Context: an optimization exercise on an open-source flow, tuned for small area and a short achievable clock period. The choices shown serve that exercise and are no tape-out recipe. Where RTL was checked, it was by simulation tests only, not by an equivalence proof against the original. Function not checked in runs 1 and 2: the RTL went through the layout flow alone. Power is estimated from default activity; no workload was simulated.

File: flow/run.sh
#!/bin/bash
# Own layout flow: the standard ORFS flow (standard.sh) with
#  - ORFS's full/half-adder extraction turned off, so ABC maps the adders
#  - a shorter ABC mapping script (structural choices, then delay mapping)
#  - plain buffers on the ports instead of the delay cells ORFS picks
#  - a clock tree with larger sink clusters and no dummy loads
set -euo pipefail
here=$(pwd)
rm -rf "$here/scripts_mod"
cp -r "$FLOW_HOME/scripts" "$here/scripts_mod"
cp "$here/flow/abc_speed.script" "$here/scripts_mod/abc_speed.script"
export SCRIPTS_DIR="$here/scripts_mod"
export ADDER_MAP_FILE=
export BUFFER_PORTS_ARGS="-buffer_cell sky130_fd_sc_hd__buf_1"
export CTS_ARGS="-sink_clustering_enable -repair_clock_nets -dont_use_dummy_load -sink_clustering_size ${CTS_SINKS:-20} -buf_list {sky130_fd_sc_hd__clkbuf_4 sky130_fd_sc_hd__clkbuf_8}"
bash standard.sh > standard.log 2>&1
File: flow/abc_speed.script
&get -n
&st
&dch
&nf
&put
File: standard.sh
#!/bin/bash
# synth_recipe.tcl (not shown) runs the flow's synth.tcl, then flattens the netlist and writes it again
# the make line also repeats each setting of config.mk as NAME=value (left out here)
make -C /OpenROAD-flow-scripts/flow DESIGN_CONFIG=/design/flow/config.mk WORK_HOME=/design/flow/orfs CLKGATE_MAP_FILE= SYNTH_SCRIPT=/design/flow/synth_recipe.tcl "${@:-finish}"
File: config.mk
export PLATFORM = sky130hd
export DESIGN_NAME = gca_dlnv
export DESIGN_NICKNAME = gca_dlnv
export VERILOG_FILES = /design/flow/design.v
export SDC_FILE = /design/flow/constraint.sdc
export NUM_CORES = 4
export LEC_CHECK = 0
export CAP_MARGIN = 20
export CORE_MARGIN = 2
export CORE_UTILIZATION = 40
export SETUP_SLACK_MARGIN = 2.0
export SLEW_MARGIN = 20
File: constraint.sdc
create_clock -name core_clock -period 5.0 [get_ports {CLK}]
set_input_delay 1.0000 -clock core_clock [delete_from_list [all_inputs] [get_ports {CLK}]]
set_output_delay 1.0000 -clock core_clock [all_outputs]
set_load 0.01 [all_outputs]
File: design.v
module gca_dlnv(
    input [31:0]    coord0,
    input [31:0]    coord1,
    input           ld,
    input           step,
    input           CLK,
    output          FC,
    output [20:0]   ADDR
);
    wire [10:0] xs = coord0[10:0];
    wire [9:0]  ys = coord0[20:11];
    wire [10:0] x1 = coord1[10:0];
    wire [9:0]  y1 = coord1[20:11];
    reg  [10:0] x;
    reg  [9:0]  y;
    reg         sx, sy;      
    reg  [10:0] dx;          
    reg  [9:0]  dy;          
    reg         xmaj;        
    reg         xmaj_n;      
    reg         xmaj_m;      
    reg  [11:0] h;           
    reg         eqx, eqy;    
    wire [10:0] px = ~(x1 ^ xs), gx = x1 & ~xs;
    wire [9:0]  py = ~(y1 ^ ys), gy = y1 & ~ys;
    wire [11:0] c0x, c1x;
    wire [10:0] c0y, c1y;
    assign c0x[0] = 1'b0;
    assign c1x[0] = 1'b1;
    assign c0y[0] = 1'b0;
    assign c1y[0] = 1'b1;
    genvar k;
    generate
        for (k = 0; k < 11; k = k + 1) begin : gcx
            assign c0x[k+1] = gx[k] | (px[k] & c0x[k]);
            assign c1x[k+1] = gx[k] | (px[k] & c1x[k]);
        end
        for (k = 0; k < 10; k = k + 1) begin : gcy
            assign c0y[k+1] = gy[k] | (py[k] & c0y[k]);
            assign c1y[k+1] = gy[k] | (py[k] & c1y[k]);
        end
    endgenerate
    wire [10:0] adx = px ^ (c0x[11] ? c1x[10:0] : ~c0x[10:0]);
    wire [9:0]  ady = py ^ (c0y[10] ? c1y[9:0] : ~c0y[9:0]);
    wire [11:0] tx = {c0x[11], 11'd0};
    wire [10:0] ty = {c0y[10], 10'd0};
    wire        cmp = dx >= {1'b0, dy};
    wire gox = xmaj | h[11];         
    wire goy = xmaj_n | ~h[11];      
    wire [11:0] sa  = xmaj_m ? {2'b0, dy} : {3'b0, dy[9:1]};
    wire [11:0] sb  = xmaj_m ? ~{2'b0, dx[10:1]} : ~{1'b0, dx};
    wire        sci = xmaj_m ? ~dx[0] : dy[0];
    wire [11:0] h0  = sa + sb + {11'd0, sci};
    wire [11:0] pa = {2'b0, dy & {10{gox}}};
    wire [11:0] pb = ~{1'b0, dx & {11{goy}}};
    wire [11:0] cs = h ^ pa ^ pb;
    wire [11:0] cc = (h & pa) | (h & pb) | (pa & pb);
    wire [11:0] hs = cs + {cc[10:0], 1'b1};
    wire mx = step & ~ld & gox;
    wire my = step & ~ld & goy;
    wire [10:0] wx = x ^ {11{sx}};
    wire [9:0]  wy = y ^ {10{sy}};
    wire [10:0] fx;
    wire [9:0]  fy;
    assign fx[0] = 1'b1;
    assign fy[0] = 1'b1;
    genvar i;
    generate
        for (i = 1; i < 11; i = i + 1) begin : gfx
            assign fx[i] = &wx[i-1:0];
        end
        for (i = 1; i < 10; i = i + 1) begin : gfy
            assign fy[i] = &wy[i-1:0];
        end
    endgenerate
    wire [10:0] xn = ld ? xs : x ^ ({11{mx}} & fx);
    wire [9:0]  yn = ld ? ys : y ^ ({10{my}} & fy);
    assign ADDR = {y, x};
    assign FC = ~ld & (xmaj ? eqx : eqy);
    always @(posedge CLK) begin
        x <= xn;
        y <= yn;
        eqx <= xn == x1;
        eqy <= yn == y1;
        sx <= ~tx[11];
        sy <= ~ty[10];
        dx <= adx;
        dy <= ady;
        xmaj <= cmp;
        xmaj_n <= ~cmp;
        xmaj_m <= cmp;
        if (ld) begin
            h <= h0;
        end else if (step) begin
            h <= hs;
        end
    end
endmodule
==> summary.txt, run 1 <==
Power and ir drop
  • Power per standard cell area: 692 nW/µm²
  • Sw power: 2080 µW
  • Sw frac: 0.442
  • Internal: 2630 µW
  • Combinational power share: 0.744
  • Reg power frac: 0.184
  • Peak VDD IR: 0.236 mV
  • Leak Pwr: 0.00266 µW
  • Clock network fraction of total power: 0.072

Logic synthesis
  • Sequential area share after synthesis: 0.267
  • Mean post-synth cell area: 8.40 µm²
  • Post-Syn Nets: 657
  • Asr flop ratio synth: 0
  • Mapped Area: 4960 µm²
  • Main flop type after synthesis: dfxtp_1
  • Mapped Cells: 590
  • Ys Warns: 1
  • Netlist cell types: between 40 and 50
  • Flops & latches, synth: 60
  • EDFF count, synth: 12

Cells and area
  • Antenna Cells: 0
  • Area grow syn2layout: 37.3%
  • Final core occ: 0.564
  • Net count reported at finish: 794
  • Layout cells sized above 1: 0.254

GRT
  • Largest net degree at the start of global routing: 55
  • Antenna violations before repair: 0
  • Total GRT Usage: 0.186
  • Global-route wire length before repair: 19,800 µm
  • Number of global-route vias before repair: 4,339
  • Gr ovfl total: 0

Route
  • Routed WL: 13,100 µm
  • Drt wl/cell: 14.7 µm
  • Vias per cell: 5.18
  • ANT nets after route: 0
  • Initial drt markers: 170
  • Via Count: between 4,000 and 5,000
  • Post-route DRC: 0
  • First-pass DRT Iterations: 4

Hold path
  • Hold/Removal Path Class: reg -> reg
  • Hold Path Depth: 2
  • Hold path start: y[2]
  • Hold endpoint: y[2]

Clock network
  • TritonCTS buffer count: 9
  • CTS Sinks: 60
  • TritonCTS clock tree: built
  • Worst skew pair latency: 0.35 ns
  • Max clock buf depth: 2
  • CTS root buf: clkbuf_8
  • Reg clk slew, reported paths: 0.06 ns
  • Hold buffer count at CTS: 0
  • H-tree levels: 3

STA
  • Unrepaired setup endpoints after global routing: yes
  • Setup violations, final: 0
  • Clock skew: 0.0174 ns
  • Hold Vio Cnt, Final: 0
  • Period utilization: 0.635
  • Minimum clock period after layout: approximately 3.2 ns
  • Max-slew headroom: 0.364
  • Hold slack: approximately 0.61 ns
  • Slew @ Worst Pin: 0.954 ns
  • Max Freq: 315 MHz
  • Fin Setup TNS: 0 ns
  • Slew Viols, Final: 0

Worst setup path
  • RR Startpoint: h[11]
  • Worst Setup End Kind: register
  • Arr. time, crit path: 3.40 ns
  • Reg2Reg Depth: 13
  • Max FO, Critical Path: 5
  • Reg-to-reg critical path endpoint: h[7]
  • Req. time, crit path: ~5.2 ns
  • Crit Path Class: in -> reg
  • Startpoint types: primary input
  • Reg2reg setup slack: 2.00 ns

Floorplanning
  • Die width: 115 µm
  • IO Count: between 80 and 90
  • Initial Utilization: 0.411
  • Num rows: 40
  • Core region area: 12,100 µm²
  • Die height: 115 µm
  • Die area: 13,300 µm²

Place
  • Gp weighted congestion: 0.799
  • HPWL after detailed placement: 8780 µm
  • IO Port Bufs: 66

Status
  • Status: no timing/DRC/antenna violations

Job
  • Max Cap Viol: 0
## area by class of cell
| cell class | count | area (µm²) |
|---|---|---|
| sequential | 60 | 1330 |
| tap | 168 | 210 |
| timing repair buffer | 124 | 823 |
| inverter | 24 | 90.1 |
| multi-input combinational | 508 | 4230 |
| fill | 1065 | 5260 |
| clock buffer | 9 | 124 |
## worst max path at each step
stage / startpoint / end / slack [ns] / cells after the start
4_1_cts: coord0[11] / dy[3] / 1.82 / 12
3_5_place_dp: coord1[12] / dy[2] / 1.29 / 12
6_report: coord0[11] / dy[3] / 1.83 / 12
2_1_floorplan: coord0[11] / dy[4] / 1.82 / 11
5_1_grt: coord0[11] / dy[7] / 1.77 / 13
3_3_place_gp: step / eqy / 1.29 / 13
## cells in the mapped netlist (4+ instances only)
cell      count  area, µm²
a21o_1        8       60.1
a21oi_1      34        170
a221oi_1      5       43.8
a22o_1        4       35.0
a31oi_1       5       31.3
and2_0       10       62.6
clkinv_1     24       90.1
dfxtp_1      48        961
edfxtp_1     12        360
maj3_1       10        100
mux2_1       13        146
mux2i_1      39        390
nand2_1      44        165
nand2b_1     26        163
nand3_1      13       65.1
nor2_1       35        131
nor2b_1      32        200
nor3_1        5       25.0
o21a_1        6       45.0
o21ai_0      42        210
or2_0         5       31.3
xnor2_1      84        736
xor2_1       48        420
## cells by family (layout without fill, tap and decap cells)
logic type,after synthesis,in the layout,synth area share
mux,52,52,0.108
fa+ha+maj,10,10,0.0202
buf+inv,24,157,0.0182
flops,60,60,0.267
xor+xnor,133,133,0.238
compound gates,128,129,0.161
simple gates,183,184,0.188
## layer usage
layer	wire, µm	part of all wire	track usage	vias to the layer above
met4	253	0.019	0.0675	0
met3	418	0.032	0.0295	21
met2	6570	0.50	0.319	85
met1	5880	0.45	0.236	2190
met5	0	0	0	-
li1	-	-	-	2331
## critical path, stage by stage
cell	delay, ns
buf_8	0.10
nand2b_4	0.14
o21ai_4	0.15
a211o_1	0.17
a31oi_2	0.10
maj3_2	0.32
maj3_2	0.32
maj3_2	0.34
o21ai_4	0.17
a21oi_4	0.12
mux2i_1	0.18
xnor2_1	0.29
## registers in the layout (all words and copies together), names as in the netlist, 10 cells and up
| register | count |
|---|---|
| dx | 11 |
| dy | 10 |
| h | 12 |
| x | 11 |
| y | 10 |
## through the flow
stage	std cells	power, µW	area [µm²]	setup WS, ns
6_report	893	4710	6800	1.83
5_1_grt	893	5080	6800	1.77
4_1_cts	858	3890	6000	1.82
3_5_place_dp	826	3280	5570	1.29
3_3_place_gp	826	3220	5570	1.29
2_1_floorplan	590	2820	5090	1.82
## power by group through the flow
stage                     combinational, µW  clock (µW)  sequential, µW
final                                  3500         337             868
after global placement                 2330           0             885
after CTS                              2710         350             838
after global routing                   3830         369             884
after detailed placement               2390           0             893
after floorplan                        1970           0             851
## timing repair
action,CTS,global route
gates cloned,2,2
pin swaps,22,48
setup endpoints to repair,29,30
gates resized for setup,34,128
buffers inserted,21,33
## placed cells by master (no fill, tap or decap), drive strengths merged, types with 13 or more instances in the layout
cell type    n
a21oi       35
mux2i       39
nor2b       32
dfxtp       48
buf        121
nand3       13
nor2        35
xnor2       84
nand2       44
mux2        13
o21ai       42
nand2b      27
clkinv      24
xor2        48
==> run 2: changes to the inputs <==
--- a/design.v
+++ b/design.v
@@ -23,23 +23,29 @@
     reg         eqx, eqy;    
     wire [10:0] px = ~(x1 ^ xs), gx = x1 & ~xs;
     wire [9:0]  py = ~(y1 ^ ys), gy = y1 & ~ys;
-    wire [11:0] c0x, c1x;
-    wire [10:0] c0y, c1y;
-    assign c0x[0] = 1'b0;
-    assign c1x[0] = 1'b1;
-    assign c0y[0] = 1'b0;
-    assign c1y[0] = 1'b1;
-    genvar k;
-    generate
-        for (k = 0; k < 11; k = k + 1) begin : gcx
-            assign c0x[k+1] = gx[k] | (px[k] & c0x[k]);
-            assign c1x[k+1] = gx[k] | (px[k] & c1x[k]);
+    function automatic [21:0] prefix11;
+        input [10:0] g, p;
+        reg   [10:0] G, P;
+        integer l, i, j;
+        begin
+            G = g;
+            P = p;
+            for (l = 0; l < 4; l = l + 1)
+                for (i = 10; i >= 0; i = i - 1)
+                    if ((i >> l) & 1) begin
+                        j = ((i >> l) << l) - 1;
+                        G[i] = G[i] | (P[i] & G[j]);
+                        P[i] = P[i] & P[j];
+                    end
+            prefix11 = {G, P};
         end
-        for (k = 0; k < 10; k = k + 1) begin : gcy
-            assign c0y[k+1] = gy[k] | (py[k] & c0y[k]);
-            assign c1y[k+1] = gy[k] | (py[k] & c1y[k]);
-        end
-    endgenerate
+    endfunction
+    wire [21:0] qx = prefix11(gx, px);
+    wire [21:0] qy = prefix11({1'b0, gy}, {1'b0, py});
+    wire [11:0] c0x = {qx[21:11], 1'b0};
+    wire [11:0] c1x = {qx[21:11] | qx[10:0], 1'b1};
+    wire [10:0] c0y = {qy[20:11], 1'b0};
+    wire [10:0] c1y = {qy[20:11] | qy[9:0], 1'b1};
     wire [10:0] adx = px ^ (c0x[11] ? c1x[10:0] : ~c0x[10:0]);
     wire [9:0]  ady = py ^ (c0y[10] ? c1y[9:0] : ~c0y[9:0]);
     wire [11:0] tx = {c0x[11], 11'd0};
==> summary.txt, run 2 <==
Status
  • Status: no timing/DRC/antenna violations

Logic synthesis
  • Main flop type after synthesis: dfxtp_1
  • Mux cell area share after synthesis: 0.110
  • Synth Area in XOR/XNOR: 0.258
  • Synth top area cells: dfxtp_1 19%, xnor2_1 17%, xor2_1 8.5%
  • Most frequent cell after synthesis: xnor2_1
  • Netlist cell types: 39
  • Mean post-synth cell area: 8.15 µm²
  • Share of the synthesized area in the top cell type: 0.187
  • Ys Warns: 1
  • Post-Syn Nets: 699
  • Sequential area share after synthesis: 0.256
  • Mapped Area: 5150 µm²
  • Post-synth top cells: 102 x xnor2_1, 65 x nand2_1, 50 x o21ai_0, 50 x xor2_1, 48 x dfxtp_1
  • Mapped Cells: ~630
  • Post-Synth Adder-Cell Area: 0.0291
  • Cell taking the most area after synthesis: dfxtp_1
  • Area share of and/or/nand/nor cells after synthesis: 0.176
  • Flops & latches, synth: 60
  • Post-synthesis compound-gate area fraction: 0.146
  • EDFF count, synth: 12
  • Largest family of logic cells by synthesized area: XOR/XNOR gates
  • Asr flop ratio synth: 0

Place
  • DP Cell Count: around 870
  • Gp weighted congestion: 0.877
  • Placed cell area: between 5000 and 6000 µm²
  • IO Port Bufs: 66
  • HPWL after detailed placement: 9680 µm
  • Pre-CTS WS: ~1.4 ns

Hold path
  • Hold endpoint: xmaj_m
  • Hold/Removal Path Class: reg -> reg
  • Hold path start: dx[10]
  • Hold Path Depth: 2

Cells and area
  • Fin cells: around 900
  • Antenna Cells: 0
  • Post-route cell area: approximately 6600 µm²
  • Area grow syn2layout: 27.8%
  • Biggest register: h
  • Largest regs: h (12), dx (11), x (11)
  • Most frequent cells in the layout: 83 x xnor2_1, 65 x nand2_1, 58 x buf_1
  • Commonest non-fill, non-tap cell in the layout: xnor2_1
  • Layout cells sized above 1: 0.167
  • Net count reported at finish: 817
  • Max FFs per register: 12

Floorplanning
  • Die area: 13,800 µm²
  • Initial Utilization: 0.408
  • Die height: about 120 µm
  • Core region area: 12,600 µm²
  • IO Count: 89
  • Die width: 117 µm
  • Num rows: 41

Worst setup path
  • Req. time, crit path: roughly 5.2 ns
  • Max FO, Critical Path: 8
  • Reg2Reg Depth: 10
  • Reg2reg setup slack: 2.06 ns
  • Reg-to-reg critical path endpoint: h[9]
  • Crit Path Class: in -> reg
  • RR Startpoint: h[11]
  • Worst Setup End Kind: register
  • Arr. time, crit path: 3.18 ns
  • Startpoint types: primary input

Route
  • Post-route DRC: 0
  • Drt wl/cell: 14.1 µm
  • Routed WL: between 10,000 and 15,000 µm
  • Initial drt markers: approximately 260
  • ANT nets after route: 0
  • Vias per cell: 5.10
  • Via Count: around 4,700
  • First-pass DRT Iterations: 4

Power and ir drop
  • Power per standard cell area: around 740 nW/µm²
  • Peak VDD IR: between 0.3 and 0.4 mV
  • Leak Pwr: 0.00251 µW

GRT
  • Global-route wire length before repair: 20,600 µm
  • Gr ovfl total: 0
  • Largest net degree at the start of global routing: 50
  • Antenna violations before repair: 0
  • Total GRT Usage: 0.181
  • Grt met2 use: 0.312
  • Busiest grt layer: met2
  • Number of global-route vias before repair: 4,505
  • Routing usage on met3: 0.0300
  • Met1 usage: 0.228

Clock network
  • TritonCTS clock tree: built
  • TritonCTS buffer count: 9
  • H-tree levels: 3
  • Max clock buf depth: 2
  • Reg clk slew, reported paths: around 0.060 ns
  • Hold buffer count at CTS: 0
  • CTS root buf: clkbuf_8
  • Worst skew pair latency: between 0.3 and 0.4 ns
  • CTS Sinks: 60

STA
  • Fin Setup TNS: 0 ns
  • Clock skew: between 0.02 and 0.025 ns
  • Minimum clock period after layout: 2.95 ns
  • Hold slack: 0.560 ns
  • Max Freq: 338 MHz
  • Period utilization: 0.591
  • Setup violations, final: 0
  • Slew @ Worst Pin: 0.876 ns
  • Max-slew headroom: 0.416
  • Final worst setup slack: 2.05 ns
  • Unrepaired setup endpoints after global routing: yes
  • Slew Viols, Final: 0
  • Hold Vio Cnt, Final: 0

Job
  • Max Cap Viol: 0
==> run 2: cell count changes after synthesis, sizes merged, moves of 8 or more <==
cell | before | now
nor2 | 35 | 43
o21ai | 42 | 50
a21oi | 34 | 26
nand2 | 44 | 65
nor2b | 32 | 15
clkinv | 24 | 33
xnor2 | 84 | 102
==> run 2: through the flow <==
stage / util / power, µW
6_report: 0.522 / 4890
2_1_floorplan: - / 3090
3_5_place_dp: 0.454 / 3700
4_1_cts: 0.476 / 4160
5_1_grt: 0.522 / 5280
3_3_place_gp: 0.454 / 3630
==> run 2: cell families after synthesis <==
logic type	count (synthesis)
flip-flops	60
adder cells (fa/ha/maj)	15
buffers and inverters	33
multiplexers	55
AND/OR/NAND/NOR	192
XOR/XNOR	152
AO/OA/AOI/OAI	125
==> run 2: cell type report <==
| cell class | count | area [µm²] |
|---|---|---|
| Tap cell | 172 | 215 |
| Inverter | 33 | 124 |
| Fill cell | 1236 | 6040 |
| Multi-Input combinational cell | 539 | 4170 |
| Timing Repair Buffer | 107 | 623 |
| Sequential cell | 60 | 1330 |
| Clock buffer | 9 | 124 |
==> run 2: how the worst max path moves through the flow <==
stage	to	startpoint	slack [ns]
final	dy[2]	coord1[14]	2.05
after global placement	eqy	step	1.42
after global routing	h[9]	h[11]	1.87
after floorplan	dx[1]	coord0[0]	1.92
after CTS	eqy	step	1.89
after detailed placement	eqy	step	1.37
==> run 2: repair_timing <==
item                       4_1_cts  5_1_grt
pin swaps                        8       22
setup buffers                   11       28
gates resized for setup         19       83
setup endpoints to repair       26       26
==> run 2: worst max-delay path: stages <==
cell,delay (ns)
buf_6,0.11
xnor2_4,0.14
and2_4,0.17
a221oi_4,0.28
o31a_1,0.18
o21bai_1,0.10
maj3_2,0.33
maj3_4,0.41
mux2i_2,0.22
xor2_1,0.22
==> run 2: routing by layer <==
metal,up-vias,wire length (µm)
met4,0,296
met5,-,0
met1,2180,5840
li1,2428,-
met3,18,335
met2,70,6470
==> run 2: power breakdown <==
part | switching [µW] | internal, µW | leakage (µW)
registers | 171 | 698 | 0.000527
logic | 2040 | 1650 | 0.00192
clock network | 171 | 160 | 0.0000647
==> run 3: changes to the inputs <==
==> design.v (replaced) <==
module gca_dlnv(
    input [31:0]    coord0,
    input [31:0]    coord1,
    input           ld,
    input           step,
    input           CLK,
    output          FC,
    output [20:0]   ADDR
);
    wire [10:0] xs = coord0[10:0];
    wire [9:0]  ys = coord0[20:11];
    wire [10:0] x1 = coord1[10:0];
    wire [9:0]  y1 = coord1[20:11];
    reg  [10:0] x;
    reg  [9:0]  y;
    reg         sx, sy;      
    reg  [10:0] dx;          
    reg  [9:0]  dy;          
    reg  [11:0] q;           
    reg         xmaj_n;      
    reg  [11:0] h;           
    reg         eqx, eqy;    
    wire xmaj = q[11];
    wire [11:0] tx  = {1'b0, x1} + {1'b0, ~xs};
    wire [10:0] ty  = {1'b0, y1} + {1'b0, ~ys};
    wire [10:0] tx1 = x1 + ~xs + 11'd1;
    wire [9:0]  ty1 = y1 + ~ys + 10'd1;
    wire [10:0] adx = tx[11] ? tx1 : ~tx[10:0];
    wire [9:0]  ady = ty[10] ? ty1 : ~ty[9:0];
    wire [11:0] qn = {2'b0, dy} - {1'b0, dx};
    wire [11:0] h0 = q + (xmaj_n ? ~{3'b0, dy[9:1]} : {2'b0, dx[10:1]});
    wire gox = xmaj | h[11];         
    wire goy = xmaj_n | ~h[11];      
    wire both = gox & goy;
    wire [11:0] sa = xmaj ? {2'b0, dy} : ~{1'b0, dx};
    wire [11:0] hs = h + (both ? q : sa) + {11'd0, ~both & xmaj_n};
    wire mx = step & gox;
    wire my = step & goy;
    wire [10:0] wx = x ^ {11{sx}};
    wire [9:0]  wy = y ^ {10{sy}};
    wire [10:0] fx;
    wire [9:0]  fy;
    assign fx[0] = 1'b1;
    assign fy[0] = 1'b1;
    genvar i;
    generate
        for (i = 1; i < 11; i = i + 1) begin : gfx
            assign fx[i] = &wx[i-1:0];
        end
        for (i = 1; i < 10; i = i + 1) begin : gfy
            assign fy[i] = &wy[i-1:0];
        end
    endgenerate
    wire [10:0] ex = x ^ x1;
    wire [9:0]  ey = y ^ y1;
    wire eqx_hold = ~|ex;
    wire eqy_hold = ~|ey;
    wire eqx_step = ex == fx;
    wire eqy_step = ey == fy;
    assign ADDR = {y, x};
    assign FC = ~ld & (xmaj ? eqx : eqy);
    always @(posedge CLK) begin
        x <= ld ? xs : x ^ ({11{mx}} & fx);
        y <= ld ? ys : y ^ ({10{my}} & fy);
        eqx <= (mx & ~ld) ? eqx_step : eqx_hold;
        eqy <= (my & ~ld) ? eqy_step : eqy_hold;
        sx <= ~tx[11];
        sy <= ~ty[10];
        dx <= adx;
        dy <= ady;
        q <= qn;
        xmaj_n <= ~qn[11];
        if (ld) begin
            h <= h0;
        end else if (step) begin
            h <= hs;
        end
    end
endmodule
==> summary.txt, run 3 <==
STA
  • Max-slew headroom: 0.427
  • Slew @ Worst Pin: 0.859 ns
  • Unrepaired setup endpoints after global routing: yes
  • Period utilization: 0.574
  • Clock skew: roughly 0.012 ns
  • Slew Viols, Final: 0
  • Max Freq: between 300 and 400 MHz
  • Hold Vio Cnt, Final: 0
  • Fin Setup TNS: 0 ns
  • Setup violations, final: 0
  • Minimum clock period after layout: 2.87 ns

Worst setup path
  • Arr. time, crit path: 3.15 ns
  • Crit-path cells: buf_1 > nor2b_1 > a21oi_1 > o21ai_1 > a211oi_2 > buf_4 > o31ai_4 > nor2_1 > a31oi_1 > xor2_1
  • Worst path max stage delay: 0.37 ns
  • Crit Path Class: in -> reg
  • Req. time, crit path: 5.27 ns
  • Startpoint types: primary input
  • Reg2reg setup slack: 2.20 ns
  • Max FO, Critical Path: 6
  • Worst path slowest cell: nor2b_1
  • Crit-path leading delay family: compound AO/OA/AOI/OAI gates
  • Crit path buffers/inverters: 2
  • Worst Setup End Kind: register

Route
  • Initial drt markers: roughly 230
  • Drt wl/cell: 13.1 µm
  • M1 wire length: roughly 6700 µm
  • Vias per cell: 5.06
  • First-pass DRT Iterations: 6
  • Via Count: 5,155
  • Met3 routed WL: ~470 µm
  • ANT nets after route: 0
  • Post-route DRC: 0
  • Routed WL: 13,400 µm
  • Top sig layer: met4
  • DR WL met2: 6020 µm

Clock network
  • Worst skew pair latency: 0.35 ns
  • TritonCTS buffer count: 9
  • CTS root buf: clkbuf_8
  • Max clock buf depth: 2
  • CTS Sinks: 71
  • H-tree levels: 3
  • Hold buffer count at CTS: 0
  • Reg clk slew, reported paths: 0.08 ns
  • TritonCTS clock tree: built

Cells and area
  • Antenna Cells: 0
  • Final core occ: 0.473
  • Filler cells: 1,436
  • Net count reported at finish: 907
  • Reg area: 1550 µm²
  • Area grow syn2layout: 15.7%
  • Commonest non-fill, non-tap cell in the layout: xnor2_1
  • Multi-input logic area: 4200 µm²
  • Most frequent cells in the layout: 103 x xnor2_1, 87 x nand2_1, 80 x o21ai_0
  • Layout cells sized above 1: 0.0597
  • Largest regs: h (12), q (12)
  • Post-route cell area: roughly 6600 µm²

Logic synthesis
  • Post-synth top cells: 104 x xnor2_1, 87 x nand2_1, 86 x o21ai_0, 72 x nor2_1, 68 x xor2_1
  • Mapped Area: 5680 µm²
  • Post-Syn Nets: roughly 800
  • Sequential area share after synthesis: 0.271
  • Synth top area cells: dfxtp_1 21%, xnor2_1 16%, xor2_1 10%
  • Most frequent cell after synthesis: xnor2_1
  • Mapped Cells: approximately 740
  • Ys Warns: 1
  • Main flop type after synthesis: dfxtp_1
  • EDFF count, synth: 12
  • Cell taking the most area after synthesis: dfxtp_1
  • Mean post-synth cell area: 7.63 µm²
  • Flops & latches, synth: ~70
  • Asr flop ratio synth: 0
  • Share of the synthesized area in the top cell type: 0.208
  • Netlist cell types: 42

Job
  • Max Cap Viol: 0

Power and ir drop
  • Combinational power share: 0.653
  • Reg power frac: 0.258
  • Leak Pwr: 0.00233 µW
  • Power per standard cell area: 615 nW/µm²
  • Sw power: 1880 µW
  • Sw frac: 0.465
  • Clock network fraction of total power: 0.089
  • Peak VDD IR: 0.176 mV
  • Internal: 2160 µW

GRT
  • Largest net degree at the start of global routing: 30
  • Total GRT Usage: 0.185
  • Gr ovfl total: 0
  • Antenna violations before repair: 0
  • Global-route wire length before repair: 22,500 µm
  • Number of global-route vias before repair: 4,841

Place
  • IO Port Bufs: 66
  • HPWL after detailed placement: 10,400 µm
  • Gp weighted congestion: 0.830
  • Placed cell area: ~6200 µm²

Floorplanning
  • Die area: 15,200 µm²
  • Num rows: 43
  • Die height: 123 µm
  • Initial Utilization: 0.409
  • Die width: 123 µm
  • Core region area: between 10,000 and 15,000 µm²
  • IO Count: 89

Hold path
  • Hold/Removal Path Class: reg -> reg

Status
  • Status: no timing/DRC/antenna violations
-- run 3: changes by cell type in the layout (fill, tap and decap cells not counted), moves of 11 or more --
cell	delta
o21ai_0	+44
mux2i_1	-34
nor2_1	+31
a21oi_1	+26
nand2_1	+22
buf_4	-21
xnor2_1	+20
xor2_1	+16
xnor2_2	-14
clkinv_1	-13
dfxtp_1	+11
mux2_1	-11
nand2b_1	+11
-- run 3: final timing paths --
check / cells past startpoint / startpoint / end
setup / recovery: 10 / coord1[11] / dy[8]
hold / removal: 1 / dy[0] / q[0]
setup reg to reg: 9 / h[11] / h[11]
hold reg to reg: 1 / dy[0] / q[0]
-- run 3: final cells by class --
class                   instances  share of cell area
clock buffers                   9              0.0189
inverters                      19              0.0109
multi-input cells             655               0.640
flip-flops and latches         71               0.236
well taps                     180              0.0343
repair buffers                 84              0.0604
-- run 3: per-layer routing --
| metal | up-vias | track usage |
|---|---|---|
| met1 | 2263 | 0.255 |
| met4 | 0 | 0.0675 |
| met2 | 92 | 0.296 |
| met3 | 17 | 0.0244 |
| li1 | 2783 | - |
| met5 | - | 0 |
-- run 3: logic make-up after synthesis --
logic type,count (synthesis),synth area share
compound gates,199,0.202
fa+ha+maj,7,0.0123
buf+inv,19,0.0126
xor+xnor,172,0.265
simple gates,267,0.220
flops,71,0.271
mux,9,0.0163
-- run 3: per-stage QoR --
stage	cells	hold WS (ns)	setup WS, ns	power [µW]
2_1_floorplan	744	0.438	2.02	3020
3_3_place_gp	996	0.465	1.44	3540
3_5_place_dp	996	0.468	1.39	3550
4_1_cts	1010	0.477	1.99	3980
5_1_grt	1018	0.502	1.98	4440
6_report	1018	0.477	2.13	4040
-- run 3: what timing repair did --
| item | in CTS | in global routing |
|---|---|---|
| hold endpoints to repair | 0 | 0 |
| gates resized for setup | 10 | 16 |
| setup buffers | 5 | 7 |
| cloned | 0 | 1 |
| pin swaps | 2 | 5 |
| setup endpoints to repair | 16 | 25 |
-- run 3: power by group through the flow --
stage	clock network [µW]	logic [µW]	registers, µW
2_1_floorplan	0	1990	1030
3_3_place_gp	0	2490	1050
3_5_place_dp	0	2500	1050
4_1_cts	378	2560	1050
5_1_grt	401	2960	1080
6_report	361	2640	1040
==> run 4: changes to the inputs <==
--- a/config.mk
+++ b/config.mk
@@ -8,5 +8,5 @@
 export CAP_MARGIN = 20
 export CORE_MARGIN = 2
 export CORE_UTILIZATION = 40
-export SETUP_SLACK_MARGIN = 2.0
+export SETUP_SLACK_MARGIN = 2.5
 export SLEW_MARGIN = 20
==> summary.txt, run 4 <==
Floorplanning
  • Die area: approximately 15,000 µm²
  • Initial Utilization: 0.409
  • Die height: 123 µm
  • Die width: 123 µm
  • IO Count: a little under 90
  • Num rows: 43
  • Core region area: 13,900 µm²

Logic synthesis
  • Asr flop ratio synth: 0
  • Post-Syn Nets: 811
  • Main flop type after synthesis: dfxtp_1
  • Flops & latches, synth: between 70 and 80
  • Mapped Area: 5680 µm²
  • Synth top area cells: dfxtp_1 21%, xnor2_1 16%, xor2_1 10%
  • Share of the synthesized area in the top cell type: 0.208
  • Netlist cell types: 42
  • Post-synth top cells: 104 x xnor2_1, 87 x nand2_1, 86 x o21ai_0, 72 x nor2_1, 68 x xor2_1
  • Mapped Cells: between 700 and 800
  • Mean post-synth cell area: 7.63 µm²
  • Sequential area share after synthesis: 0.271
  • Cell taking the most area after synthesis: dfxtp_1
  • EDFF count, synth: 12
  • Ys Warns: 1
  • Most frequent cell after synthesis: xnor2_1

Place
  • HPWL after detailed placement: 10,800 µm
  • IO Port Bufs: 66
  • Gp weighted congestion: 0.882
  • Placed cell area: 6410 µm²

Route
  • Drt wl/cell: 14.8 µm
  • Vias per cell: 5.34
  • Post-route DRC: 0
  • Routed WL: 15,800 µm
  • Initial drt markers: 308
  • ANT nets after route: 0
  • First-pass DRT Iterations: 7
  • Via Count: 5,699

Worst setup path
  • Max FO, Critical Path: 5
  • Worst path max stage delay: between 0.5 and 0.6 ns
  • Arr. time, crit path: 2.77 ns
  • RR Startpoint: h[11]
  • Crit-path cells: mux2i_4 > o211ai_1 > and3_1 > maj3_2 > a31oi_4 > o311ai_4 > a21oi_2 > xor2_1 > o22ai_1
  • Worst path slowest cell: edfxtp_1
  • Reg2reg setup slack: ~2.3 ns
  • Worst setup path start: h[11]
  • Req. time, crit path: 5.11 ns
  • Worst Setup End Kind: register
  • Crit Path Class: reg -> reg
  • Startpoint types: register

STA
  • Slew Viols, Final: 0
  • Hold Vio Cnt, Final: 0
  • Period utilization: 0.533
  • Fin Setup TNS: 0 ns
  • Minimum clock period after layout: 2.67 ns
  • Setup violations, final: 0
  • Max Freq: 375 MHz
  • Unrepaired setup endpoints after global routing: yes
  • Max-slew headroom: 0.434
  • Slew @ Worst Pin: 0.842 ns
  • Clock skew: around 0.021 ns

GRT
  • Largest net degree at the start of global routing: 30
  • Number of global-route vias before repair: 5,437
  • Total GRT Usage: 0.209
  • Global-route wire length before repair: 25,300 µm
  • Gr ovfl total: 0
  • Antenna violations before repair: 0

Clock network
  • TritonCTS buffer count: 9
  • TritonCTS clock tree: built
  • Reg clk slew, reported paths: about 0.070 ns
  • CTS Sinks: around 70
  • Max clock buf depth: 2
  • Hold buffer count at CTS: 0
  • Worst skew pair latency: 0.38 ns
  • CTS root buf: clkbuf_8
  • H-tree levels: 3

Cells and area
  • Net count reported at finish: between 900 and 1,000
  • Commonest non-fill, non-tap cell in the layout: xnor2_1
  • Filler cells: roughly 1,300
  • Area grow syn2layout: 38.7%
  • Most frequent cells in the layout: 100 x xnor2_1, 76 x nand2_1, 63 x o21ai_0
  • Layout cells sized above 1: 0.249
  • Antenna Cells: 0
  • Largest regs: h (12), q (12)
  • Post-route cell area: approximately 7900 µm²

Status
  • Status: no timing/DRC/antenna violations

Power and ir drop
  • Leak Pwr: 0.00287 µW
  • Peak VDD IR: 0.245 mV
  • Power per standard cell area: 618 nW/µm²

Hold path
  • Hold path start: dy[0]
  • Hold/Removal Path Class: reg -> reg

Job
  • Max Cap Viol: 0
## run 4: kinds of logic (layout without fill, tap and decap cells)
family / Yosys count / count (layout) / synth area share
AOI/OAI and AO/OA: 199 / 199 / 0.202
adders and majority gates: 7 / 7 / 0.0123
buffers and inverters: 19 / 162 / 0.0126
xor gates and xnor gates: 172 / 172 / 0.265
muxes: 9 / 10 / 0.0163
and+or+nand+nor: 267 / 267 / 0.220
DFF: 71 / 71 / 0.271
## run 4: metrics by stage
step	hold WS, ns	power, µW	instances	worst slack (ns)	util
global route	0.528	5280	1068	2.21	0.568
detailed placement	0.483	3660	994	1.67	0.462
global placement	0.472	3600	994	1.69	0.462
CTS	0.492	4610	1057	2.37	0.533
finish	0.483	4870	1068	2.33	0.568
floorplan	0.438	3130	744	2.25	-
## run 4: path summary, 6_finish.rpt
kind                 to  cells past startpoint
hold / removal     q[0]                      1
setup reg to reg  h[11]                      9
setup / recovery  h[11]                      9
hold reg to reg    q[0]                      1
## run 4: worst max-delay path: cells and delay by family, from the launching register on
family                     cells  cell delay (ns)
DFF                            1             0.52
adders and majority gates      1             0.32
and+or+nand+nor                1             0.24
AOI/OAI and AO/OA              5             0.82
xor gates and xnor gates       1             0.16
muxes                          1             0.33
## run 4: area by class of cell
type                            instances  area (µm²)  area share
Multi-Input combinational cell        655        4890       0.621
Clock buffer                            9         124      0.0157
Tap cell                              180         225      0.0286
Inverter                               19        75.1     0.00953
Timing Repair Buffer                  134        1010       0.128
Sequential cell                        71        1560       0.197
## run 4: power breakdown
part	total [µW]	switching [µW]	internal (µW)
Sequential	1060	231	831
Clock	366	205	161
Combinational	3440	1820	1620
## run 4: repair_timing
item                       CTS  global route
pin swaps                   45            49
gates cloned                 3             0
setup buffers               51            11
setup endpoints to repair   38            39
gates resized for setup    115            93
## run 4: per-layer routing
metal | global-route usage | share of wire | vias to the layer above
li1 | - | - | 2865
met1 | 0.262 | 0.44 | 2689
met2 | 0.363 | 0.51 | 119
met3 | 0.0346 | 0.039 | 26
met4 | 0.0668 | 0.017 | 0
met5 | 0 | 0 | -
==> run 5: changes to the inputs <==
--- a/config.mk
+++ b/config.mk
@@ -8,5 +8,5 @@
 export CAP_MARGIN = 20
 export CORE_MARGIN = 2
 export CORE_UTILIZATION = 40
-export SETUP_SLACK_MARGIN = 2.5
+export SETUP_SLACK_MARGIN = 2.7
 export SLEW_MARGIN = 20
==> summary.txt, run 5 <==
Status
  • Status: no timing/DRC/antenna violations

Logic synthesis
  • Mean post-synth cell area: 7.63 µm²
  • Main flop type after synthesis: dfxtp_1
  • Synth top area cells: dfxtp_1 21%, xnor2_1 16%, xor2_1 10%
  • Post-synth top cells: 104 x xnor2_1, 87 x nand2_1, 86 x o21ai_0, 72 x nor2_1, 68 x xor2_1
  • Post-Synth Adder-Cell Area: 0.0123
  • Post-synthesis compound-gate area fraction: 0.202
  • Area share of and/or/nand/nor cells after synthesis: 0.220
  • Mapped Cells: 744
  • Ys Warns: 1
  • Netlist cell types: 42
  • Largest family of logic cells by synthesized area: XOR/XNOR gates
  • Cell taking the most area after synthesis: dfxtp_1
  • Mapped Area: about 5700 µm²
  • Sequential area share after synthesis: 0.271
  • EDFF count, synth: 12
  • Asr flop ratio synth: 0
  • Most frequent cell after synthesis: xnor2_1
  • Share of the synthesized area in the top cell type: 0.208
  • Post-Syn Nets: between 800 and 900
  • Synth Area in XOR/XNOR: 0.265
  • Mux cell area share after synthesis: 0.0163
  • Flops & latches, synth: just over 70

Floorplanning
  • Die height: 123 µm
  • Initial Utilization: 0.409
  • Core region area: 13,900 µm²
  • IO Count: 89
  • Die area: 15,200 µm²
  • Num rows: 43
  • Die width: about 120 µm

Worst setup path
  • Req. time, crit path: ~5.2 ns
  • WP depth: 12
  • Worst path max stage delay: approximately 0.31 ns
  • Worst path slowest cell: xnor2_1
  • Crit-path cells: buf_8 > xor2_2 > buf_4 > nor2_4 > nand2_2 > o21ai_4 > a211oi_4 > o31ai_4 > buf_12 > mux2i_1 > a31oi_1 > xnor2_1
  • CP endpoint: dy[7]
  • Reg2reg setup slack: 2.34 ns
  • Crit Path Class: in -> reg
  • RR Startpoint: h[11]
  • Arr. time, crit path: 2.95 ns
  • Worst Setup End Kind: register
  • Crit-path leading delay family: compound AO/OA/AOI/OAI gates
  • Startpoint types: primary input
  • Reg-to-reg critical path endpoint: h[10]
  • Reg2Reg Depth: 11
  • Worst setup path start: coord1[16]
  • Crit path buffers/inverters: 3
  • Max FO, Critical Path: 6

Clock network
  • CTS root buf: clkbuf_8
  • H-tree levels: 3
  • TritonCTS buffer count: 9
  • Reg clk slew, reported paths: about 0.070 ns
  • CTS Sinks: 71
  • Hold buffer count at CTS: 0
  • TritonCTS clock tree: built
  • Max clock buf depth: 2
  • Worst skew pair latency: 0.34 ns

STA
  • Max-slew headroom: 0.432
  • Hold slack: ~0.5 ns
  • Slew @ Worst Pin: 0.851 ns
  • Clock skew: 0.0186 ns
  • Period utilization: 0.543
  • Fin Setup TNS: 0 ns
  • Slew Viols, Final: 0
  • Hold Vio Cnt, Final: 0
  • Setup violations, final: 0
  • Unrepaired setup endpoints after global routing: yes
  • Max Freq: 368 MHz
  • Minimum clock period after layout: 2.72 ns

GRT
  • Number of global-route vias before repair: 5,466
  • Global-route wire length before repair: 25,000 µm
  • Antenna violations before repair: 0
  • Total GRT Usage: 0.206
  • Gr ovfl total: 0
  • Largest net degree at the start of global routing: 39

Place
  • Gp weighted congestion: 0.868
  • DP Cell Count: slightly below 1,000
  • HPWL after detailed placement: roughly 11,000 µm
  • IO Port Bufs: between 60 and 70
  • Placed cell area: 6450 µm²

Hold path
  • Hold/Removal Path Class: reg -> reg
  • Hold Path Depth: 1
  • Hold path start: dy[0]

Cells and area
  • Antenna Cells: 0
  • Layout cells sized above 1: 0.273
  • Fin cells: around 1,100
  • Post-route cell area: 8060 µm²
  • Net count reported at finish: between 900 and 1,000
  • Commonest non-fill, non-tap cell in the layout: xnor2_1
  • Most frequent cells in the layout: 97 x xnor2_1, 76 x nand2_1, 61 x buf_4
  • Filler cells: 1,177
  • Largest regs: h (12), q (12)
  • Area grow syn2layout: 41.8%

Route
  • Post-route DRC: 0
  • Initial drt markers: 295
  • ANT nets after route: 0
  • Vias per cell: 5.28
  • Via Count: 5,680
  • First-pass DRT Iterations: 5
  • Drt wl/cell: ~15 µm
  • Routed WL: 15,900 µm

Power and ir drop
  • Power per standard cell area: 643 nW/µm²
  • Leak Pwr: slightly below 0.003 µW
  • Peak VDD IR: 0.267 mV

Job
  • Max Cap Viol: 0
run 5: changes by cell type in the layout (fill, tap and decap cells not counted), sizes merged:
cell and change:
clkinvlp -1, inv +1, clkbuf -1, bufbuf -1, buf +10
run 5: cell type report:
cell class	count	area, µm²	share of cell area
Multi-Input combinational cell	655	5010	0.622
Sequential cell	71	1560	0.193
Timing Repair Buffer	142	1050	0.131
Tap cell	180	225	0.0280
Clock buffer	9	124	0.0154
Inverter	19	86.3	0.0107
run 5: cells by family (layout without fill, tap and decap cells):
logic type | Yosys count | count (layout)
AND/OR/NAND/NOR | 267 | 267
AO/OA/AOI/OAI | 199 | 199
XOR/XNOR | 172 | 172
flip-flops | 71 | 71
buffers and inverters | 19 | 170
multiplexers | 9 | 10
adder cells (fa/ha/maj) | 7 | 7
run 5: stage by stage:
stage,power (µW),utilization,setup slack [ns]
after CTS,4830,0.547,2.39
after global routing,5550,0.580,2.22
after global placement,3690,0.465,1.70
final,5180,0.580,2.28
after floorplan,3200,-,2.25
after detailed placement,3750,0.465,1.62
run 5: worst min-delay path by stage:
stage and end:
3_5_place_dp q[0], 3_3_place_gp q[0], 5_1_grt q[0], 6_report q[0]
2_1_floorplan q[0], 4_1_cts q[0]
run 5: metal layers:
layer  wire length [µm]  GRT usage
met1               7240      0.262
met2               7790      0.360
met3                505     0.0281
met4                340     0.0668
met5                  0          0
run 5: repair_timing:
item | in CTS | in global routing
endpoints found under the hold margin | 0 | 0
gates resized for setup | 143 | 84
cloned | 2 | 0
pin swaps | 65 | 48
setup buffers | 58 | 14
endpoints found under the setup margin | 41 | 40
run 5: report_power, final:
part / switching (µW) / total, µW / internal [µW]
Combinational: 1940 / 3750 / 1810
Clock: 196 / 357 / 161
Sequential: 237 / 1070 / 831
Total: 2380 / 5180 / 2800
==> run 6: changes to the inputs <==
--- a/config.mk
+++ b/config.mk
@@ -8,5 +8,5 @@
 export CAP_MARGIN = 20
 export CORE_MARGIN = 2
 export CORE_UTILIZATION = 40
-export SETUP_SLACK_MARGIN = 2.7
+export SETUP_SLACK_MARGIN = 2.2
 export SLEW_MARGIN = 20
==> summary.txt, run 6 <==
Status
  • Status: no timing/DRC/antenna violations

GRT
  • Largest net degree at the start of global routing: 33
  • Total GRT Usage: 0.185
  • Global-route wire length before repair: between 20,000 and 25,000 µm
  • Number of global-route vias before repair: between 4,000 and 5,000
  • Antenna violations before repair: 0
  • Gr ovfl total: 0

Power and ir drop
  • Leak Pwr: 0.00245 µW
  • Power per standard cell area: 645 nW/µm²
  • Peak VDD IR: 0.231 mV
  • Final total power: ~4400 µW

Hold path
  • Hold path start: dy[0]
  • Hold/Removal Path Class: reg -> reg
  • Hold endpoint: q[0]
  • Hold Path Depth: 1

STA
  • Unrepaired setup endpoints after global routing: yes
  • Max Freq: around 370 MHz
  • Period utilization: 0.547
  • Slew Viols, Final: 0
  • Minimum clock period after layout: 2.73 ns
  • Max-slew headroom: 0.429
  • Final worst setup slack: 2.27 ns
  • Hold Vio Cnt, Final: 0
  • Clock skew: 0.0211 ns
  • Setup violations, final: 0
  • Slew @ Worst Pin: 0.856 ns
  • Fin Setup TNS: 0 ns

Route
  • Initial drt markers: 166
  • Vias per cell: 5.07
  • Routed WL: roughly 14,000 µm
  • First-pass DRT Iterations: 5
  • Post-route DRC: 0
  • Via Count: 5,223
  • Drt wl/cell: 13.1 µm
  • ANT nets after route: 0

Cells and area
  • Commonest non-fill, non-tap cell in the layout: xnor2_1
  • Most frequent cells in the layout: 103 x xnor2_1, 85 x nand2_1, 74 x o21ai_0
  • Post-route cell area: 6880 µm²
  • Net count reported at finish: 920
  • Fin cells: 1,031
  • Area grow syn2layout: 21.2%
  • Layout cells sized above 1: 0.113
  • Antenna Cells: 0
  • Largest regs: h (12), q (12)

Clock network
  • CTS Sinks: slightly above 70
  • CTS root buf: clkbuf_8
  • H-tree levels: 3
  • TritonCTS buffer count: 9
  • Max clock buf depth: 2
  • TritonCTS clock tree: built
  • Worst skew pair latency: 0.35 ns
  • Reg clk slew, reported paths: 0.07 ns

Place
  • Pre-CTS WS: 1.60 ns
  • HPWL after detailed placement: about 11,000 µm
  • DP Cell Count: 994
  • Placed cell area: around 6300 µm²
  • IO Port Bufs: 66
  • Gp weighted congestion: 0.858

Logic synthesis
  • Most frequent cell after synthesis: xnor2_1
  • Sequential area share after synthesis: 0.271
  • Mapped Cells: 744
  • Flops & latches, synth: 71
  • EDFF count, synth: 12
  • Cell taking the most area after synthesis: dfxtp_1
  • Main flop type after synthesis: dfxtp_1
  • Netlist cell types: 42
  • Post-synth top cells: 104 x xnor2_1, 87 x nand2_1, 86 x o21ai_0, 72 x nor2_1, 68 x xor2_1
  • Mean post-synth cell area: approximately 7.6 µm²
  • Post-Syn Nets: 811
  • Asr flop ratio synth: 0
  • Synth top area cells: dfxtp_1 21%, xnor2_1 16%, xor2_1 10%
  • Ys Warns: 1
  • Share of the synthesized area in the top cell type: 0.208
  • Mapped Area: 5680 µm²

Job
  • Max Cap Viol: 0

Floorplanning
  • Die area: 15,200 µm²
  • IO Count: 89
  • Die width: 123 µm
  • Core region area: between 10,000 and 15,000 µm²
  • Num rows: 43
  • Die height: 123 µm
  • Initial Utilization: 0.409

Worst setup path
  • Req. time, crit path: 5.09 ns
  • Max FO, Critical Path: 5
  • Worst Setup End Kind: register
  • Startpoint types: register
  • Crit Path Class: reg -> reg
  • Reg2Reg Depth: 9
  • Arr. time, crit path: 2.82 ns
  • RR Startpoint: h[11]
  • Reg2reg setup slack: 2.27 ns
  • Reg-to-reg critical path endpoint: h[11]
==> run 6: cell counts after synthesis <==
Identical to the previous run, type by type.
==> run 6: worst max-delay path by stage <==
stage,start,to,slack (ns)
6_report,h[11],h[11],2.27
5_1_grt,h[11],h[11],2.15
3_3_place_gp,coord1[11],dy[8],1.61
2_1_floorplan,coord0[4],dx[6],2.20
4_1_cts,h[11],h[11],2.16
3_5_place_dp,coord1[1],dx[6],1.60
==> run 6: kinds of logic after synthesis <==
kind of cell               synth area share
buffers and inverters                0.0126
and+or+nand+nor                       0.220
xor gates and xnor gates              0.265
DFF                                   0.271
adders and majority gates            0.0123
muxes                                0.0163
AOI/OAI and AO/OA                     0.202
==> run 6: cell type report <==
cell class,instances,area [µm²]
well taps,180,225
inverters,19,71.3
flip-flops and latches,71,1550
repair buffers,98,534
multi-input cells,654,4380
clock buffers,9,124
fillers,1422,7000
==> run 6: power by group <==
part	leakage, µW	switching [µW]	internal [µW]
clock network	0.0000647	195	161
logic	0.00177	1620	1380
registers	0.000621	243	830
total	0.00245	2060	2380
==> run 6: repair_timing <==
action / in CTS / in global routing
pin swaps: 5 / 19
cloned: 0 / 0
hold buffers: 0 / 0
setup endpoints to repair: 25 / 23
resized for setup: 22 / 43
setup buffers: 12 / 16
==> run 6: layer usage <==
| metal | GRT usage | wire (µm) | up-vias |
|---|---|---|---|
| met5 | 0 | 0 | - |
| met4 | 0.0597 | 184 | 0 |
| met3 | 0.0212 | 361 | 13 |
| met2 | 0.296 | 6120 | 87 |
| met1 | 0.261 | 6870 | 2337 |
| li1 | - | - | 2786 |
==> run 6: stage by stage <==
stage | hold WS [ns] | utilization
3_5_place_dp | 0.468 | 0.452
2_1_floorplan | 0.438 | -
3_3_place_gp | 0.466 | 0.452
5_1_grt | 0.501 | 0.496
4_1_cts | 0.477 | 0.476
6_report | 0.474 | 0.496
==> run 6: worst max-delay path: stages, from the launching register on <==
cell and delay, ns:
edfxtp_1 0.51, mux2i_4 0.38, o211ai_1 0.17, and3_1 0.22, maj3_1 0.39, a31oi_4 0.23, o311ai_4 0.12, a21oi_2 0.20
xor2_1 0.17, o22ai_1 0.09
==> run 7: changes to the inputs <==
==> flow/abc_speed.script (replaced) <==
&get -n
&st
&dch
&nf
&put
buffer -c
topo
stime -c
upsize -c
dnsize -c
--- a/config.mk
+++ b/config.mk
@@ -8,5 +8,5 @@
 export CAP_MARGIN = 20
 export CORE_MARGIN = 2
 export CORE_UTILIZATION = 40
-export SETUP_SLACK_MARGIN = 2.2
+export SETUP_SLACK_MARGIN = 2.3
 export SLEW_MARGIN = 20
==> summary.txt, run 7 <==
Logic synthesis
  • Post-Syn Nets: 830
  • Synth top area cells: dfxtp_1 20%, xnor2_1 15%, xor2_1 9.5%
  • Mean post-synth cell area: between 7 and 8 µm²
  • Main flop type after synthesis: dfxtp_1
  • Ys Warns: 1
  • Mapped Area: between 6000 and 7000 µm²
  • Post-synth top cells: 103 x xnor2_1, 85 x nand2_1, 69 x nor2_1, 65 x xor2_1, 62 x o21ai_0
  • Asr flop ratio synth: 0
  • Mapped Cells: 763
  • Flops & latches, synth: between 70 and 80
  • Netlist cell types: 69
  • Sequential area share after synthesis: 0.256
  • EDFF count, synth: 12
  • Most frequent cell after synthesis: xnor2_1
  • Share of the synthesized area in the top cell type: 0.196
  • Cell taking the most area after synthesis: dfxtp_1

Worst setup path
  • Crit path buffers/inverters: 1
  • Crit-path leading delay family: compound AO/OA/AOI/OAI gates
  • Startpoint types: register
  • Crit-path cells: mux2i_4 > buf_12 > o211ai_1 > and3_1 > maj3_2 > a31oi_4 > o311ai_4 > a21oi_2 > xor2_1 > o22ai_1
  • Arr. time, crit path: 2.79 ns
  • Max FO, Critical Path: 7
  • Worst Setup End Kind: register
  • Crit Path Class: reg -> reg
  • Worst path slowest cell: edfxtp_1
  • RR Startpoint: h[11]
  • Worst setup path start: h[11]
  • Worst path max stage delay: 0.50 ns
  • Req. time, crit path: 5.10 ns

Route
  • Via Count: 5,350
  • Initial drt markers: 221
  • First-pass DRT Iterations: 5
  • Vias per cell: between 5 and 6
  • ANT nets after route: 0
  • Routed WL: 14,200 µm
  • Drt wl/cell: 13.7 µm
  • Post-route DRC: 0

Cells and area
  • Largest regs: h (12), q (12)
  • Layout cells sized above 1: 0.167
  • Area grow syn2layout: 19.2%
  • Most frequent cells in the layout: 101 x xnor2_1, 82 x nand2_1, 63 x nor2_1
  • Commonest non-fill, non-tap cell in the layout: xnor2_1
  • Antenna Cells: 0
  • Net count reported at finish: 926
  • Final core occ: 0.492
  • Filler cells: approximately 1,400

STA
  • Minimum clock period after layout: about 2.7 ns
  • Setup violations, final: 0
  • Max Freq: 372 MHz
  • Unrepaired setup endpoints after global routing: yes
  • Slew Viols, Final: 0
  • Clock skew: 0.0119 ns
  • Period utilization: 0.538
  • Fin Setup TNS: 0 ns
  • Max-slew headroom: 0.418
  • Slew @ Worst Pin: 0.867 ns
  • Hold Vio Cnt, Final: 0

Floorplanning
  • Die width: 127 µm
  • IO Count: 89
  • Die area: 16,000 µm²
  • Initial Utilization: 0.412
  • Die height: 127 µm
  • Core region area: approximately 15,000 µm²
  • Num rows: 44

Job
  • Max Cap Viol: 0

Clock network
  • Hold buffer count at CTS: 0
  • TritonCTS clock tree: built
  • H-tree levels: 3
  • TritonCTS buffer count: 9
  • Max clock buf depth: 2
  • CTS Sinks: just over 70
  • Reg clk slew, reported paths: 0.07 ns
  • CTS root buf: clkbuf_8
  • Worst skew pair latency: about 0.36 ns

Hold path
  • Hold/Removal Path Class: reg -> reg
  • Hold path start: dx[0]

Place
  • HPWL after detailed placement: 10,600 µm
  • IO Port Bufs: 66
  • Gp weighted congestion: about 0.84

GRT
  • Total GRT Usage: 0.174
  • Number of global-route vias before repair: 4,852
  • Gr ovfl total: 0
  • Largest net degree at the start of global routing: 51
  • Global-route wire length before repair: 23,000 µm
  • Antenna violations before repair: 0

Power and ir drop
  • Power per standard cell area: 627 nW/µm²
  • Leak Pwr: 0.00265 µW
  • Peak VDD IR: 0.236 mV

Status
  • Status: no timing/DRC/antenna violations
==> run 7: changes by cell type after synthesis, moves of 6 or more <==
cell	previous run	this run
inv_1	0	19
o21ai_1	0	19
clkbuf_1	0	6
o21ai_0	86	62
clkinv_1	19	0
and2_1	0	6
and2_0	6	0
==> run 7: repair_timing <==
action                                 CTS  global route
setup endpoints to repair               31            26
buffers inserted                        19            14
gates resized for setup                 16            65
endpoints found under the hold margin    0             0
gates cloned                             0             2
pin swaps                                9            24
==> run 7: through the flow <==
stage	std cells	total power, µW	area (µm²)	hold WS [ns]	setup slack [ns]
5_1_grt	1041	4890	7170	0.503	2.19
3_5_place_dp	997	3790	6410	0.461	1.58
6_report	1041	4500	7170	0.467	2.31
3_3_place_gp	997	3790	6410	0.455	1.61
4_1_cts	1025	4290	6780	0.473	2.30
2_1_floorplan	763	3340	6020	0.437	2.30
==> run 7: cells by family (layout without fill, tap and decap cells) <==
group	count (synthesis)	count (layout)	synth area share
simple gates	267	267	0.215
xor+xnor	172	172	0.255
mux	9	9	0.0181
compound gates	199	199	0.211
flops	71	71	0.256
buf+inv	38	132	0.0314
fa+ha+maj	7	7	0.0121
==> run 7: final timing paths <==
check / slack [ns] / cells after the start / to
hold / removal: 0.47 / 1 / q[0]
hold reg to reg: 0.47 / 1 / q[0]
setup / recovery: 2.31 / 10 / h[11]
setup reg to reg: 2.31 / 10 / h[11]
==> run 7: layer usage <==
metal | global-route usage | vias to the layer above | share of wire | wire, µm
met2 | 0.285 | 110 | 0.46 | 6550
met4 | 0.0524 | 0 | 0.015 | 214
met1 | 0.241 | 2416 | 0.49 | 6970
met3 | 0.0228 | 21 | 0.033 | 476
li1 | - | 2803 | - | -
met5 | 0 | - | 0 | 0
==> run 7: area by class of cell <==
cell class / instances / area (µm²) / share of cell area
clock buffer: 9 / 124 / 0.0173
timing repair buffer: 104 / 648 / 0.0904
tap: 184 / 230 / 0.0321
multi-input combinational: 654 / 4550 / 0.634
inverter: 19 / 71.3 / 0.00995
sequential: 71 / 1550 / 0.216
==> run 7: where the power goes <==
part           internal, µW  switching, µW
combinational          1410           1660
clock                   161            207
sequential              828            227
total                  2400           2100
==> run 8: changes to the inputs <==
==> flow/abc_speed.script (replaced) <==
&get -n
&st
&dch
&nf
&put
--- a/config.mk
+++ b/config.mk
@@ -7,6 +7,7 @@
 export LEC_CHECK = 0
 export CAP_MARGIN = 20
 export CORE_MARGIN = 2
-export CORE_UTILIZATION = 40
+export CORE_UTILIZATION = 55
+export PLACE_DENSITY = 0.75
 export SETUP_SLACK_MARGIN = 2.3
 export SLEW_MARGIN = 20
==> summary.txt, run 8 <==
Worst setup path
  • Arr. time, crit path: 2.81 ns
  • Worst Setup End Kind: register
  • Crit Path Class: reg -> reg
  • Max FO, Critical Path: 7
  • Startpoint types: register
  • Reg2reg setup slack: 2.28 ns
  • Req. time, crit path: 5.09 ns

Route
  • Routed WL: 14,600 µm
  • Vias per cell: 5.67
  • Drt wl/cell: between 10 and 15 µm
  • ANT nets after route: 0
  • Via Count: 5,661
  • First-pass DRT Iterations: 5
  • Post-route DRC: 0
  • Initial drt markers: 311

GRT
  • Number of global-route vias before repair: 5,329
  • Global-route wire length before repair: about 24,000 µm
  • Largest net degree at the start of global routing: 39
  • Total GRT Usage: 0.258
  • Gr ovfl total: 0
  • Antenna violations before repair: 0

Floorplanning
  • Die width: 106 µm
  • Die area: 11,200 µm²
  • Die height: 106 µm
  • Num rows: 37
  • Initial Utilization: 0.558
  • IO Count: 89
  • Core region area: 10,200 µm²

Place
  • IO Port Bufs: 66
  • DP Cell Count: 950
  • Placed cell area: roughly 6300 µm²
  • Gp weighted congestion: around 0.95
  • HPWL after detailed placement: 10,500 µm

Logic synthesis
  • Share of the synthesized area in the top cell type: 0.208
  • Main flop type after synthesis: dfxtp_1
  • Mean post-synth cell area: roughly 7.6 µm²
  • Asr flop ratio synth: 0
  • Netlist cell types: 42
  • Sequential area share after synthesis: 0.271
  • Mapped Cells: 744
  • Synth top area cells: dfxtp_1 21%, xnor2_1 16%, xor2_1 10%
  • Cell taking the most area after synthesis: dfxtp_1
  • Post-synth top cells: 104 x xnor2_1, 87 x nand2_1, 86 x o21ai_0, 72 x nor2_1, 68 x xor2_1
  • Most frequent cell after synthesis: xnor2_1
  • Ys Warns: 1
  • Mapped Area: 5680 µm²
  • EDFF count, synth: 12
  • Post-Syn Nets: approximately 800
  • Flops & latches, synth: 71

Power and ir drop
  • Power per standard cell area: 661 nW/µm²
  • Peak VDD IR: 0.565 mV
  • Final total power: 4680 µW
  • Leak Pwr: 0.00259 µW

Clock network
  • Reg clk slew, reported paths: 0.07 ns
  • CTS Sinks: 71
  • Worst skew pair latency: 0.36 ns
  • CTS root buf: clkbuf_8
  • Hold buffer count at CTS: 0
  • H-tree levels: 3
  • TritonCTS buffer count: 9
  • TritonCTS clock tree: built
  • Max clock buf depth: 2

STA
  • Unrepaired setup endpoints after global routing: yes
  • Hold slack: approximately 0.47 ns
  • Max-slew headroom: 0.418
  • Slew Viols, Final: 0
  • Max Freq: around 370 MHz
  • Minimum clock period after layout: around 2.7 ns
  • Hold Vio Cnt, Final: 0
  • Setup violations, final: 0
  • Fin Setup TNS: 0 ns
  • Period utilization: 0.545
  • Clock skew: 0.0172 ns
  • Slew @ Worst Pin: 0.873 ns

Cells and area
  • Net count reported at finish: around 930
  • Fin cells: 998
  • Post-route cell area: 7070 µm²
  • Area grow syn2layout: 24.6%
  • Commonest non-fill, non-tap cell in the layout: xnor2_1
  • Most frequent cells in the layout: 101 x xnor2_1, 85 x nand2_1, 73 x o21ai_0
  • Largest regs: h (12), q (12)
  • Antenna Cells: 0
  • Filler cells: 814
  • Layout cells sized above 1: 0.153

Hold path
  • Hold/Removal Path Class: reg -> reg

Status
  • Status: no timing/DRC/antenna violations

Job
  • Max Cap Viol: 0
## run 8: cell count changes after synthesis, sizes merged
| cell | change |
|---|---|
| nor2b | +1 |
| inv | -19 |
| and2b | -1 |
| buf | -13 |
| clkinv | +19 |
| clkbuf | -6 |
## run 8: worst max-delay path: stages, from the launching register on
cell,delay [ns]
edfxtp_1,0.51
mux2_4,0.39
o21ai_0,0.23
xor2_1,0.33
o21ai_1,0.20
a221oi_4,0.39
o21ai_1,0.13
xnor2_1,0.20
o21ai_0,0.09
## run 8: what timing repair did
| action | CTS | global route |
|---|---|---|
| gates resized for setup | 23 | 66 |
| gates cloned | 0 | 2 |
| setup buffers | 13 | 24 |
| setup endpoints to repair | 26 | 28 |
| pin swaps | 8 | 34 |
## run 8: worst paths after layout
check | from | to | cells past startpoint
setup / recovery | h[11] | h[10] | 8
hold reg to reg | dx[0] | q[0] | 1
setup reg to reg | h[11] | h[10] | 8
hold / removal | dx[0] | q[0] | 1
## run 8: logic make-up (layout without fill, tap and decap cells)
group | count (synthesis) | count (layout) | synth area share
muxes | 9 | 9 | 0.0163
xor gates and xnor gates | 172 | 172 | 0.265
buffers and inverters | 19 | 136 | 0.0126
AOI/OAI and AO/OA | 199 | 200 | 0.202
and+or+nand+nor | 267 | 267 | 0.220
DFF | 71 | 71 | 0.271
adders and majority gates | 7 | 7 | 0.0123
## run 8: layout make-up
class | count | area, µm² | share of cell area
flip-flops and latches | 71 | 1550 | 0.219
inverters | 19 | 71.3 | 0.0101
repair buffers | 108 | 632 | 0.0893
well taps | 136 | 170 | 0.0241
multi-input cells | 655 | 4520 | 0.640
clock buffers | 9 | 124 | 0.0175
## run 8: per-layer routing
layer,global-route usage,share of wire,wire [µm]
met5,0,0,0
met2,0.446,0.50,7290
met3,0.0278,0.040,590
met4,0.121,0.024,348
met1,0.321,0.44,6400
## run 8: power breakdown
group	total (µW)	switching, µW	leakage (µW)	internal [µW]
Clock	356	196	0.0000647	160
Sequential	1060	231	0.000621	830
Combinational	3260	1760	0.00190	1500
Total	4680	2190	0.00259	2490
## run 8: per-stage QoR
stage               setup WS [ns]   util
floorplan                    2.25      -
global placement             1.73  0.617
detailed placement           1.68  0.617
CTS                          2.26  0.650
global route                 2.20  0.695
finish                       2.28  0.695

-- separate check: timing with driven ports --
Ports are ideal in the flow. The routed layouts listed here were re-timed in OpenROAD. Step 1: set_driving_cell puts a clkbuf_16 on CLK and a buf_2 on each other input, an assumption about the parent block. Step 2, shift: input delay + t, output delay - t, t = (earliest + latest rising clock arrival at the registers) / 2. This alone moves slack from input paths to output paths. Three values: ideal, step 1, step 2; two values: the first two.
run	shift t [ns]	setup WS [ns]	worst hold slack (ns)	worst slew at a driven data input, ns
run 1	0.376	1.827 / 1.816 / 1.441	0.608 / 0.608 / 0.608	0.06
run 2	0.364	2.045 / 2.047 / 1.683	0.560 / 0.560 / 0.560	0.05
run 3	0.384	2.128 / 2.140 / 1.756	0.477 / 0.477 / 0.477	0.04
run 4	0.398	2.334 / 2.334 / 1.964	0.483 / 0.483 / 0.483	0.05
run 5	0.366	2.283 / 2.277 / 1.910	0.486 / 0.486 / 0.486	0.05
run 6	0.375	2.267 / 2.267 / 1.948	0.474 / 0.474 / 0.474	0.03
run 7	0.387	2.310 / 2.310 / 1.954	0.467 / 0.467 / 0.467	0.04
run 8	0.390	2.277 / 2.277 / 1.960	0.471 / 0.471 / 0.471	0.04
After both steps every run listed still meets setup and hold. The setup slack of run 1, which loses most, moves by -0.011 ns with the drivers and by -0.386 ns with both steps.
